Context: an optimization exercise on an open-source flow, tuned for small area. The choices shown serve that exercise and are no tape-out recipe. Only simulation tests tie the RTL to the original design; equivalence was not proved.

==> flow/design.v, too long to show whole: its modules and the start of the top module <==
// module Delay_Line: 34 lines
// module UpDown_Counter: 26 lines
// module Thread_Number: 33 lines
// module RAM_SDP: 46 lines
// module RAM_SDP_Multithreaded: 72 lines
// module Address_Range_Decoder_Static: 26 lines
// module Address_Range_Translator: 35 lines
// module Memory_Mapper: 56 lines
// module Multiplier_Generic: 2617 lines
// module Add_Full: 11 lines
// module Add_Half: 10 lines
// module Add_Full_One: 10 lines
// module Multiplier_Pipeline: 61 lines
module Multiplier_Pipeline
#(
    parameter WORD_WIDTH                    = 36,
    parameter CONFIG_ADDR                   = 4000,
    parameter CONFIG_ADDR_WIDTH             = 12,
    parameter THREAD_COUNT                  = 8,
    parameter RAMSTYLE                      = "MLAB"
)
(
    input   wire                            clock,
    input   wire    [CONFIG_ADDR_WIDTH-1:0] config_addr,
    input   wire                            config_signed,  
    input   wire                            config_enable,
    input   wire    [WORD_WIDTH-1:0]        A,
    input   wire                            A_wren,
    input   wire    [WORD_WIDTH-1:0]        B,
    input   wire                            B_wren,
    output  wire    [WORD_WIDTH-1:0]        R_low,
    output  wire    [WORD_WIDTH-1:0]        R_high
);
  // ...
==> flow/run.sh <==
#!/bin/bash
# synth_recipe.tcl (not shown) runs the flow's synth.tcl, then flattens the netlist and writes it again
# the make line also repeats each setting of config.mk as NAME=value (left out here)
make -C /OpenROAD-flow-scripts/flow DESIGN_CONFIG=/design/flow/config.mk WORK_HOME=/design/flow/orfs CLKGATE_MAP_FILE= SYNTH_SCRIPT=/design/flow/synth_recipe.tcl finish
==> flow/config.mk <==
export PLATFORM = sky130hd
export DESIGN_NAME = Multiplier_Pipeline
export DESIGN_NICKNAME = Multiplier_Pipeline
export VERILOG_FILES = /design/flow/design.v
export SDC_FILE = /design/flow/constraint.sdc
export NUM_CORES = 4
export LEC_CHECK = 0
export ABC_AREA = 1
export CAP_MARGIN = 20
export CORE_MARGIN = 2
export CORE_UTILIZATION = 40
export CTS_BUF_LIST = sky130_fd_sc_hd__clkbuf_4
export SLEW_MARGIN = 20
export SYNTH_HIERARCHICAL = 1
==> flow/constraint.sdc <==
create_clock -name core_clock -period 8.5 [get_ports {clock}]
set_input_delay 1.7000 -clock core_clock [delete_from_list [all_inputs] [get_ports {clock}]]
set_output_delay 1.7000 -clock core_clock [all_outputs]
set_load 0.01 [all_outputs]
==> results.cfg, run 1 <==
[clock_network]
post_cts_resized = 0
cts_setup_buffers = 0

[logic_synthesis]
synth_top_area_share_pct = 30.43
yosysSeqAreaShare_pct = 30.43
yosysTopAreaCell = dfxtp_1
synthTopCellsByArea = dfxtp_1, fa_1, xor2_1

[sta]
timing.fmax_mhz = 131.7
fin_ws_ns = 0.9051

[worst_setup_path]
cp-startpoint = ring_B[7][23]$_DFF_P_
cp-end-kind = flip-flop
critPathMaxStageDelay_ns = 0.81
path_buf_inv = 3
path_max_fanout = 16
path_depth = 27

[global_route]
grt_busiest_layer = met2
antenna_found_initial = 6
grt_use_met3_pct = 7.871

[layout]
multiInputCombCellCount = 2601
final_cells = 5412
clock_area_share_pct = 4.392
clkbuf_count = 229
fillers = 10070
post-route-util_pct = 44.47

[run_status]
status = finished clean

[die]
dieArea_mm2 = 0.1105

[route]
antenna_left = 0
==> run 2: changes to the inputs <==
--- a/flow/config.mk
+++ b/flow/config.mk
@@ -10,5 +10,4 @@
 export CORE_MARGIN = 2
 export CORE_UTILIZATION = 40
-export CTS_BUF_LIST = sky130_fd_sc_hd__clkbuf_4
 export SLEW_MARGIN = 20
 export SYNTH_HIERARCHICAL = 1
==> run 2 against run 1 <==
Still clean; utilization rose by 0.24 points; non-clock buffer count did not move; final cell count fell by 3.0%; global-route usage fell by 0.30 points; area after synthesis did not move; setup slack improved by 0.014 ns; final area rose by 0.53%; clock skew fell by 0.037 ns; highest routed layer is now met5.
==> results.cfg, run 2 <==
[run_status]
status = finished clean

[worst_setup_path]
critPathMaxStageDelay_ns = 0.80
cp-end-kind = flip-flop
path_max_fanout = 16
crit_type = flip-flop to flip-flop
startpoint_type = flip-flop
critPathSlowestCell = o21ai_4
required_ns = 9.06
cp_data_arrival_time_ns = 8.14
cpMostUsedCell = fa_1

[die]
core_area_mm2 = 0.1071
die-height_um = 332.4
die_w_um = 332.4
top_level_ports = 161
fp-row-count = 120
dieArea_mm2 = 0.1105
initial_core_util_pct = 40.31

[global_route]
grt_usage_pct = 24.30
grt_max_degree = 41
antenna_found_initial = 6
overflow = 0
grt_pass1_wl_um = 201600
grt_pass1_vias = 31060

[sta]
drv_slew = 0
hold_slack_ns = 0.3105
relSlewSlack_pct = 29.27
period_share_pct = 89.19
hold_viol_final = 0
finalCriticalPeriod_ns = 7.581
tns_ns = 0
timing.fmax_mhz = 131.9
rsz0062_at_grt = false
tightest_slew_ns = 1.061
fin_skew_ns = 0.03429
finalSetupViolCount = 0

[logic_synthesis]
yosys_warnings = 13
synthArstFlopShare_pct = 0
synth.avg_cell_area_um2 = 11.23
mappedNetlistArea_mm2 = 0.04315
yosysSeqAreaShare_pct = 30.43
synth-seq-cells = 656
yosys-top-cells-count = xor2_1, dfxtp_1, o22ai_1
yosysTopAreaCell = dfxtp_1
yosys_most_used_dff = dfxtp_1
synth_cells = 3842
synth_top_area_share_pct = 30.43
synthTopCellsByArea = dfxtp_1, fa_1, xor2_1
yosysMostFrequentCell = xor2_1
synth-edff-count = 0
ys_types = 42

[route]
first_iter_violations = 3472
antenna_left = 0
firstDrtPassIters = 8
avgRoutedWirePerCell_um = 25.71
post_drt_via_cell_ratio = 5.715
vias = 29990
wirelength_um = 134900
drc = 0

[layout]
nets = 4647
fin_area_mm2 = 0.04786
final_cell_mix = xor2_1, o22ai_1, dfxtp_1
drive_gt1_share_pct = 11.16
mostFrequentLayoutCell = xor2_1
multi_input_area_mm2 = 0.02742
fillers = 9954
reg.largest.list = ring_A (288), ring_B (288)
seq_area_mm2 = 0.01316
final_cells = 5248
area_growth_pct = 10.92

[placement]
dp_hpwl_um = 93140
place_inst = 5122
place_area_mm2 = 0.04550
gp_congestion = 0.9542
io_buffers = 160

[clock_network]
numClockSinks = 656
htree_levels = 3
cts_hold_buf = 0
ctsLongestPathBuffers = 3
cts_tree = built
post_cts_resized = 0
path_clk_slew_ns = 0.06
cts_inserted_buffers = 68
cts_setup_buffers = 0
cts_root_buf = clkbuf_16
clock_latency_ns = 0.65

[job]
cap_violations = 0

[hold_path]
hp-class = flip-flop to flip-flop
## run 2: cell counts after synthesis
No cell type changed its count.
## run 2: worst paths after layout
path | startpoint | end | slack, ns | depth (start not counted)
max reg2reg | ring_B[7][23]$_DFF_P_ | R_high_reg[35]$_DFF_P_ | 0.92 | 27
min reg2reg | ring_B[6][0]$_DFF_P_ | ring_B[7][0]$_DFF_P_ | 0.31 | 0
max | ring_B[7][23]$_DFF_P_ | R_high_reg[35]$_DFF_P_ | 0.92 | 27
min | ring_B[6][0]$_DFF_P_ | ring_B[7][0]$_DFF_P_ | 0.31 | 0
## run 2: metal layers
| metal | GRT usage, % | wire (um) | share of wire, % |
|---|---|---|---|
| met1 | 30.86 | 51300 | 38 |
| met2 | 37.52 | 60360 | 45 |
| met3 | 6.378 | 14670 | 11 |
| met4 | 13.79 | 8565 | 6.3 |
| met5 | 0 | 14 | 0.010 |
## run 2: area by class of cell
cell class,instances,share of cell area (%)
Multi-Input combinational cell,2601,57.30
Sequential cell,656,27.49
Timing Repair Buffer,272,5.134
Clock buffer,93,4.023
Tap cell,1403,3.668
Inverter,190,1.490
Clock inverter,32,0.8941
Antenna cell,1,0.005228
## run 2: cell families after synthesis
| kind of cell | synth area share [%] |
|---|---|
| mux | 2.401 |
| fa+ha+maj | 32.70 |
| compound gates | 10.87 |
| buf+inv | 6.243 |
| simple gates | 3.152 |
| xor+xnor | 14.19 |
| flops | 30.43 |
| other cells | 0.008691 |
## run 2: per-module statistics from Yosys (local to each module, per instance), excerpt
module	cells	cell area (um2)	copies in the design	flip-flops and latches
Multiplier_Pipeline	758	14400	1	656
Add_Full	1	20.02	598	0
Add_Half	1	12.51	121	0
Add_Full_One	5	27.53	14	0
## run 2: per-stage QoR
step                      worst slack, ns  util [%]
after global routing               0.6418     44.71
after floorplan                     2.240         -
final                              0.9188     44.71
after CTS                           1.133     44.71
after global placement              1.254     42.51
after detailed placement            1.183     42.51
## run 2: worst max-delay path, delay by kind of cell, from the launching register on
kind / cells / cell delay, ns
buffers and inverters: 3 / 0.64
and+or+nand+nor: 11 / 1.19
AOI/OAI and AO/OA: 3 / 1.17
xor gates and xnor gates: 2 / 0.32
DFF: 1 / 0.74
adders and majority gates: 8 / 3.39

## static timing again, ports no longer ideal
How much do the figures lean on ideal ports? The routed layouts below were timed once more, with nothing changed but the port constraints. Step 1, drivers: a clkbuf_16 drives clock and a buf_2 each remaining input, both assumed. Step 2 adds t to the input delays and takes it off the output delays; t is the mean of the earliest and latest rising clock arrival at the registers after step 1. Input paths then give back, and output paths get back, about the clock's delay inside the block. Three values: ideal ports, drivers, drivers and shift; two values: the first two.
run	t, ns	setup slack, ns	clock arrival spread, ns	worst register clock-pin slew, ns
run 1	1.090	0.905 / 0.905 / 0.905	0.072 / 0.072	0.07 / 0.07
run 2	0.703	0.919 / 0.919 / 0.919	0.035 / 0.035	0.07 / 0.07
After both steps every run listed still meets setup and hold.
